This is an optimization exercise on Yosys and OpenROAD, whose aim is small area, not a production implementation.
Only simulation tests tie the RTL to the original design; equivalence was not proved.
Power figures rest on the tool's default switching activity, not on a simulated workload.

Setup of P:
==> flow/design.v <==
`timescale 1ns / 1ps
module pim_system #(
    parameter int BUS_WIDTH_BITS           = 64,
    parameter int CMD_SIZE_BITS            = 64,
    parameter int FETCH_BUS_TRANSFERS      = 128,
    parameter int MACS_PER_CYCLE           = 16,
    parameter int PIM_BASE_LATENCY_CYCLES  = 20,
    parameter int FETCH_CYCLES             = 5,
    parameter int STORE_CYCLES             = 5,
    parameter int SEQUENCER_FIFO_DEPTH     = 4,
    parameter int MICROPROG_LEN_WORDS      = 4,
    parameter int ADDR_WIDTH_BITS          = 64,
    parameter int MEM_DEPTH_WORDS          = 1024
)(
    input  logic clk,
    input  logic rst_n,
    input  logic cpu_cmd_valid,
    input  logic [CMD_SIZE_BITS-1:0]  cpu_cmd_data,
    output logic cpu_cmd_ready,
    input  logic cpu_microprog_valid,
    input  logic [CMD_SIZE_BITS*MICROPROG_LEN_WORDS-1:0] cpu_microprog_data,
    output logic cpu_microprog_ack,
    input  logic cpu_execute_seq_valid,
    output logic cpu_execute_seq_ready,
    output logic pim_system_idle,
    output logic sequencer_busy_out
);
    localparam int CW = 13;    
    localparam int EW = 4*CW;  
    function automatic logic [CW-1:0] encode(input logic [63:0] w);
        logic c, b, r;
        c = (w[63:56] == 8'h03);
        b = (w[63:56] == 8'h01) || (w[63:56] == 8'h02) || (w[63:56] == 8'h04);
        r = |w[3:0];
        encode = {!c || (w[4] && r), w[15:6], c ? w[5] : b, c && (w[4] || r)};
    endfunction
    logic [EW-1:0] mem [0:3];
    logic [3:0] valid_q;
    logic [3:0] move;
    logic       ack_q;
    logic       empty, full, do_write, do_read;
    logic [EW-1:0] wdata;
    assign wdata = {encode(cpu_microprog_data[255:192]), encode(cpu_microprog_data[191:128]),
                    encode(cpu_microprog_data[127:64]),  encode(cpu_microprog_data[63:0])};
    assign empty    = (valid_q == 4'b0000);
    assign full     = (valid_q == 4'b1111);
    assign do_write = cpu_microprog_valid && !full;
    assign move[3] = do_read;
    assign move[2] = valid_q[2] && (!valid_q[3] || move[3]);
    assign move[1] = valid_q[1] && (!valid_q[2] || move[2]);
    assign move[0] = valid_q[0] && (!valid_q[1] || move[1]);
    always_ff @(posedge clk) begin
        if (do_write) mem[0] <= wdata;
        for (int k = 1; k < 4; k++)
            if (move[k-1]) mem[k] <= mem[k-1];
    end
    always_ff @(posedge clk or negedge rst_n) begin
        if (!rst_n) begin
            valid_q <= '0;
            ack_q   <= 1'b0;
        end else begin
            ack_q <= do_write;
            valid_q[0] <= do_write || (valid_q[0] && !move[0]);
            for (int k = 1; k < 4; k++)
                valid_q[k] <= move[k-1] || (valid_q[k] && !move[k]);
        end
    end
    logic [4:0] seq_q;
    logic [EW-1:0] prog_q;
    logic       seq_busy, seq_issue;
    logic       ctrl_busy, accept;
    assign seq_busy  = (seq_q != 5'd0);
    assign seq_issue = seq_q[4] && !seq_q[3] && !seq_q[0];
    assign do_read   = (seq_q == 5'd14);
    always_ff @(posedge clk) begin
        if (do_read) prog_q <= mem[3];
    end
    always_ff @(posedge clk or negedge rst_n) begin
        if (!rst_n)
            seq_q <= 5'd0;
        else if (!seq_busy)
            seq_q <= empty ? 5'd0 : 5'd6;
        else if (seq_q[4] && seq_q[3])
            seq_q <= 5'd0;
        else
            seq_q <= seq_q + {4'd0, !seq_q[4] || !ctrl_busy};
    end
    logic [12:0] ctr_q;
    logic        rnd_q;
    logic [CW-1:0] code;
    logic [12:0]   start;
    always_comb begin
        code = encode(cpu_cmd_data) & {CW{!seq_issue}};
        for (int k = 0; k < 4; k++)
            code = code | (prog_q[k*CW +: CW] & {CW{seq_issue && seq_q[2:1] == 2'(k)}});
    end
    logic special;
    assign special = code[12] && !code[0];
    assign start = !special ? {1'b1, ~code[11:0]} : code[1] ? 13'd8075 : 13'd19;
    logic ctrl_on_q;
    assign ctrl_busy = ctrl_on_q && (ctr_q != {8'd0, 4'b1100, rnd_q});
    assign accept    = !ctrl_busy && (seq_issue || cpu_cmd_valid);
    always_ff @(posedge clk or negedge rst_n) begin
        if (!rst_n)      ctrl_on_q <= 1'b0;
        else if (accept) ctrl_on_q <= 1'b1;
    end
    always_ff @(posedge clk) begin
        ctr_q <= accept ? start : ctr_q + {12'd0, ctrl_busy};
        if (accept) rnd_q <= code[12] && code[0];
    end
    assign cpu_cmd_ready         = cpu_cmd_valid && !seq_issue && !ctrl_busy;
    assign cpu_microprog_ack     = ack_q;
    assign cpu_execute_seq_ready = !empty && !seq_busy;
    assign pim_system_idle       = !ctrl_busy && !seq_busy && empty;
    assign sequencer_busy_out    = seq_busy;
endmodule
==> flow/config.mk <==
export PLATFORM = sky130hd
export DESIGN_NAME = pim_system
export DESIGN_NICKNAME = pim_system
export VERILOG_FILES = /design/flow/design.v
export SDC_FILE = /design/flow/constraint.sdc
export NUM_CORES = 4
export LEC_CHECK = 0
export CAP_MARGIN = 20
export CORE_MARGIN = 2
export CORE_UTILIZATION = 70
export PLACE_DENSITY = 0.9
export SLEW_MARGIN = 20
==> flow/constraint.sdc <==
create_clock -name core_clock -period 5.0 [get_ports {clk}]
set_input_delay 1.0000 -clock core_clock [delete_from_list [all_inputs] [get_ports {clk}]]
set_output_delay 1.0000 -clock core_clock [all_outputs]
set_load 0.01 [all_outputs]
standard.sh (not shown) runs the stock make flow with config.mk's settings and CLKGATE_MAP_FILE= SYNTH_SCRIPT=/design/flow/synth_recipe.tcl, a recipe that flattens the netlist after the stock synthesis.
==> flow/flow/run.sh <==
#!/bin/bash
# The standard layout (standard.sh) with three changes:
#  - synthesis is the standard flow's synthesis script (synth_recipe.tcl, ORFS synth.tcl)
#    with only the ABC mapping script replaced by flow/abc_area.script
#    (area-oriented mapping plus don't-care optimisation, mfs2); the Yosys
#    passes, and so the registers and their names, are unchanged;
#  - port buffers are the smallest buffer, buf_1 (every port still gets one);
#  - clock tree synthesis builds its tree from clkbuf_8 and its leaves from
#    clkbuf_4 in clusters of at most 11 sinks, without dummy loads.
# The make run's output goes to standard.log; ORFS keeps each tool's own
# log under orfs/logs/.
set -euo pipefail
here=$(pwd)
sed "s#^source \$::env(SCRIPTS_DIR)/synth_preamble.tcl\$#&\nset abc_args [lreplace \$abc_args 1 1 $here/flow/abc_area.script]\nputs \"ABC script: [lindex \$abc_args 1]\"#" \
  "$FLOW_HOME/scripts/synth.tcl" > synth_abc.tcl
grep -q "flow/abc_area.script" synth_abc.tcl
sed "s#^source \$::env(SCRIPTS_DIR)/synth.tcl\$#source $here/synth_abc.tcl#" synth_recipe.tcl > own_synth.tcl
grep -q "source $here/synth_abc.tcl" own_synth.tcl
export BUFFER_PORTS_ARGS="-buffer_cell sky130_fd_sc_hd__buf_1"
export CTS_ARGS="-sink_clustering_enable -repair_clock_nets -dont_use_dummy_load -buf_list {sky130_fd_sc_hd__clkbuf_4 sky130_fd_sc_hd__clkbuf_8} -root_buf sky130_fd_sc_hd__clkbuf_8 -tree_buf sky130_fd_sc_hd__clkbuf_8 -sink_clustering_buffer sky130_fd_sc_hd__clkbuf_4 -sink_clustering_size 11 -sink_clustering_max_diameter 40"
bash standard.sh SYNTH_SCRIPT="$here/own_synth.tcl" finish > standard.log 2>&1
==> flow/flow/abc_area.script <==
&get -n
&st
&dc2
&put
&get -n
&st
&dch -f
&nf -R 1000 -p
&put
mfs2 -W 10
&get -n
&st
&dch -f
&nf -R 1000 -p
&put
mfs2 -W 10
&get -n
&st
&dch -f
&nf -R 1000 -p
&put
mfs2 -W 10
strash
&get -n
&st
&dch -f
&nf -R 1000 -p
&put
mfs2 -W 10
strash
&get -n
&st
&dch -f
&nf -R 1000 -p
&put
topo
What Q does differently from P at the input level:
--- a/flow/flow/run.sh
+++ b/flow/flow/run.sh
@@ -9 +9 @@
-#    clkbuf_4 in clusters of at most 11 sinks, without dummy loads.
+#    clkbuf_4 in clusters of at most 12 sinks, without dummy loads.
@@ -20 +20 @@
-export CTS_ARGS="-sink_clustering_enable -repair_clock_nets -dont_use_dummy_load -buf_list {sky130_fd_sc_hd__clkbuf_4 sky130_fd_sc_hd__clkbuf_8} -root_buf sky130_fd_sc_hd__clkbuf_8 -tree_buf sky130_fd_sc_hd__clkbuf_8 -sink_clustering_buffer sky130_fd_sc_hd__clkbuf_4 -sink_clustering_size 11 -sink_clustering_max_diameter 40"
+export CTS_ARGS="-sink_clustering_enable -repair_clock_nets -dont_use_dummy_load -buf_list {sky130_fd_sc_hd__clkbuf_4 sky130_fd_sc_hd__clkbuf_16} -root_buf sky130_fd_sc_hd__clkbuf_16 -tree_buf sky130_fd_sc_hd__clkbuf_16 -sink_clustering_buffer sky130_fd_sc_hd__clkbuf_4 -sink_clustering_size 12 -sink_clustering_max_diameter 40"
Results
On total power: between Q and P, it ends up higher for Q. Going from P to Q, post-synthesis to final-layout area growth grows by 0.27 points. Core util | Q vs P | Q higher. Q against P: final critical-path share of the clock period now sits higher, fraction of area in clock buffers and inverters now sits higher, portion of total power attributed to the clock network increased by 0.8 points relative to the old numbers, first-pass GRT wire length picked up an extra 1.8%, final-stage net count roughly the same. Q vs P — wire length climbed slightly. Looking at data arrival at the endpoint of the critical path, Q sits 0.03 ns above P.
What R does differently from Q at the input level:
Settings: swapping 20 for 0 in CAP_MARGIN; swapping 0.9 for 0.8 in PLACE_DENSITY; swapping 20 for 0 in SLEW_MARGIN.
--- a/flow/flow/run.sh
+++ b/flow/flow/run.sh
@@ -9 +9 @@
-#    clkbuf_4 in clusters of at most 12 sinks, without dummy loads.
+#    clkbuf_4 in clusters of at most 10 sinks, without dummy loads.
@@ -20 +20 @@
-export CTS_ARGS="-sink_clustering_enable -repair_clock_nets -dont_use_dummy_load -buf_list {sky130_fd_sc_hd__clkbuf_4 sky130_fd_sc_hd__clkbuf_16} -root_buf sky130_fd_sc_hd__clkbuf_16 -tree_buf sky130_fd_sc_hd__clkbuf_16 -sink_clustering_buffer sky130_fd_sc_hd__clkbuf_4 -sink_clustering_size 12 -sink_clustering_max_diameter 40"
+export CTS_ARGS="-sink_clustering_enable -repair_clock_nets -dont_use_dummy_load -buf_list {sky130_fd_sc_hd__clkbuf_4 sky130_fd_sc_hd__clkbuf_8} -root_buf sky130_fd_sc_hd__clkbuf_8 -tree_buf sky130_fd_sc_hd__clkbuf_8 -sink_clustering_buffer sky130_fd_sc_hd__clkbuf_4 -sink_clustering_size 10 -sink_clustering_max_diameter 40"
## What came out
Cell-internal power (higher): R. R vs. Q: share of cells above drive strength 1 went up by 0.72 points. Final cell count essentially unchanged between R and Q. Sort R and Q by met2 routed wirelength desc -> top: Q. Compared with Q, in R overall fraction of global-route tracks in use decreased by 1.3 points relative to the old numbers, number of global-route vias before repair decreased by 162 relative to the old numbers, routed wire length decreased by 1.5 mm relative to the old numbers. R vs Q on largest net degree at the start of global routing: R is the higher one.
### R -> S
Settings: SLEW_MARGIN now 20, was 0; PLACE_DENSITY now 0.9, was 0.8; CAP_MARGIN now 20, was 0.
--- a/flow/flow/run.sh
+++ b/flow/flow/run.sh
@@ -9 +9 @@
-#    clkbuf_4 in clusters of at most 10 sinks, without dummy loads.
+#    clkbuf_4 in clusters of at most 12 sinks, without dummy loads.
@@ -20 +20 @@
-export CTS_ARGS="-sink_clustering_enable -repair_clock_nets -dont_use_dummy_load -buf_list {sky130_fd_sc_hd__clkbuf_4 sky130_fd_sc_hd__clkbuf_8} -root_buf sky130_fd_sc_hd__clkbuf_8 -tree_buf sky130_fd_sc_hd__clkbuf_8 -sink_clustering_buffer sky130_fd_sc_hd__clkbuf_4 -sink_clustering_size 10 -sink_clustering_max_diameter 40"
+export CTS_ARGS="-sink_clustering_enable -repair_clock_nets -dont_use_dummy_load -buf_list {sky130_fd_sc_hd__clkbuf_4 sky130_fd_sc_hd__clkbuf_8} -root_buf sky130_fd_sc_hd__clkbuf_8 -tree_buf sky130_fd_sc_hd__clkbuf_8 -sink_clustering_buffer sky130_fd_sc_hd__clkbuf_4 -sink_clustering_size 12 -sink_clustering_max_diameter 40 -distance_between_buffers 200"
Results
Result for S and R: all clean
S vs R, final standard cell area without fillers went down by 40 um2.
Delta (S minus R): share of the clock period used by the worst path after layout now larger, detailed-router iteration count before antenna repair now smaller, utilization now smaller.
Relative to R, setup slack has decreased by 0.17 ns in S.
S vs. R: fraction of met3 tracks used by global routing went down by 0.70 points.
Compare S and R | total power of the final layout higher: R
Taking R as the reference point, the first-pass GRT wire length of S rises by 450 um.
R -> S: die area delta 0, exact match
S vs R: worst hold slack down in S
--- input diff S..T ---
Settings: a change of PLACE_DENSITY from 0.9 to 0.8.
--- a/flow/flow/run.sh
+++ b/flow/flow/run.sh
@@ -9 +9 @@
-#    clkbuf_4 in clusters of at most 12 sinks, without dummy loads.
+#    clkbuf_4 in clusters of at most 11 sinks, without dummy loads.
@@ -20 +20 @@
-export CTS_ARGS="-sink_clustering_enable -repair_clock_nets -dont_use_dummy_load -buf_list {sky130_fd_sc_hd__clkbuf_4 sky130_fd_sc_hd__clkbuf_8} -root_buf sky130_fd_sc_hd__clkbuf_8 -tree_buf sky130_fd_sc_hd__clkbuf_8 -sink_clustering_buffer sky130_fd_sc_hd__clkbuf_4 -sink_clustering_size 12 -sink_clustering_max_diameter 40 -distance_between_buffers 200"
+export CTS_ARGS="-sink_clustering_enable -repair_clock_nets -dont_use_dummy_load -buf_list {sky130_fd_sc_hd__clkbuf_4 sky130_fd_sc_hd__clkbuf_8} -root_buf sky130_fd_sc_hd__clkbuf_8 -tree_buf sky130_fd_sc_hd__clkbuf_8 -sink_clustering_buffer sky130_fd_sc_hd__clkbuf_4 -sink_clustering_size 11 -sink_clustering_max_diameter 40"
[summary]
- Diff S -> T | time the worst path needs with I/O delays and setup | decrease of 0.17 ns
- In the tables for S and T, average wire length per cell after detail routing reads higher with S.
- On total power, T tracks S almost exactly.
- Re post-synthesis to final-layout area growth: no difference whatsoever between S and T.
- Clock-pin slew on the worst setup and hold paths essentially unchanged between T and S.
- Cell count: T vs S, no meaningful difference
- T vs S, total routing resource utilization after global routing went down by 0.99 points.
- Compared with S, T shows a largest net degree at the start of global routing that is 2 higher.
- Diff S -> T | worst-case setup slack after placement | increase of 0.043 ns
- Relative to S, T improves via count.

## re-timing with driven ports
In the flow no input, the clock included, has a driving cell. The finished layouts below were timed again as built, in two steps.
Step 1, drivers: a clkbuf_16 drives clk and a buf_2 each remaining input, both assumed.
Step 2 moves the port delays by t, midway between the first and last clock arrival at a register: inputs arrive t later, outputs are due t later. That takes back most of the time a late clock gives input paths.
a / b / c = no drivers / after step 1 / after step 2; a / b = the first two.
run	t (ns)	setup slack, ns	hold slack, ns	slew at the worst register clock pin (ns)	worst slew at a driven data input, ns
P	0.551	1.396 / 1.396 / 1.267	0.388 / 0.388 / 0.388	0.11 / 0.11	0.09
Q	0.502	1.326 / 1.326 / 1.263	0.388 / 0.388 / 0.388	0.11 / 0.11	0.10
R	0.526	1.533 / 1.533 / 1.280	0.393 / 0.393 / 0.393	0.11 / 0.11	0.06
S	0.549	1.367 / 1.367 / 1.278	0.388 / 0.388 / 0.388	0.11 / 0.11	0.08
T	0.538	1.538 / 1.538 / 1.306	0.395 / 0.395 / 0.395	0.12 / 0.12	0.06
After both steps setup and hold are still met in every run listed. For R, which loses most, drivers alone change the setup slack by 0.000 ns; drivers and shift together by -0.253 ns.
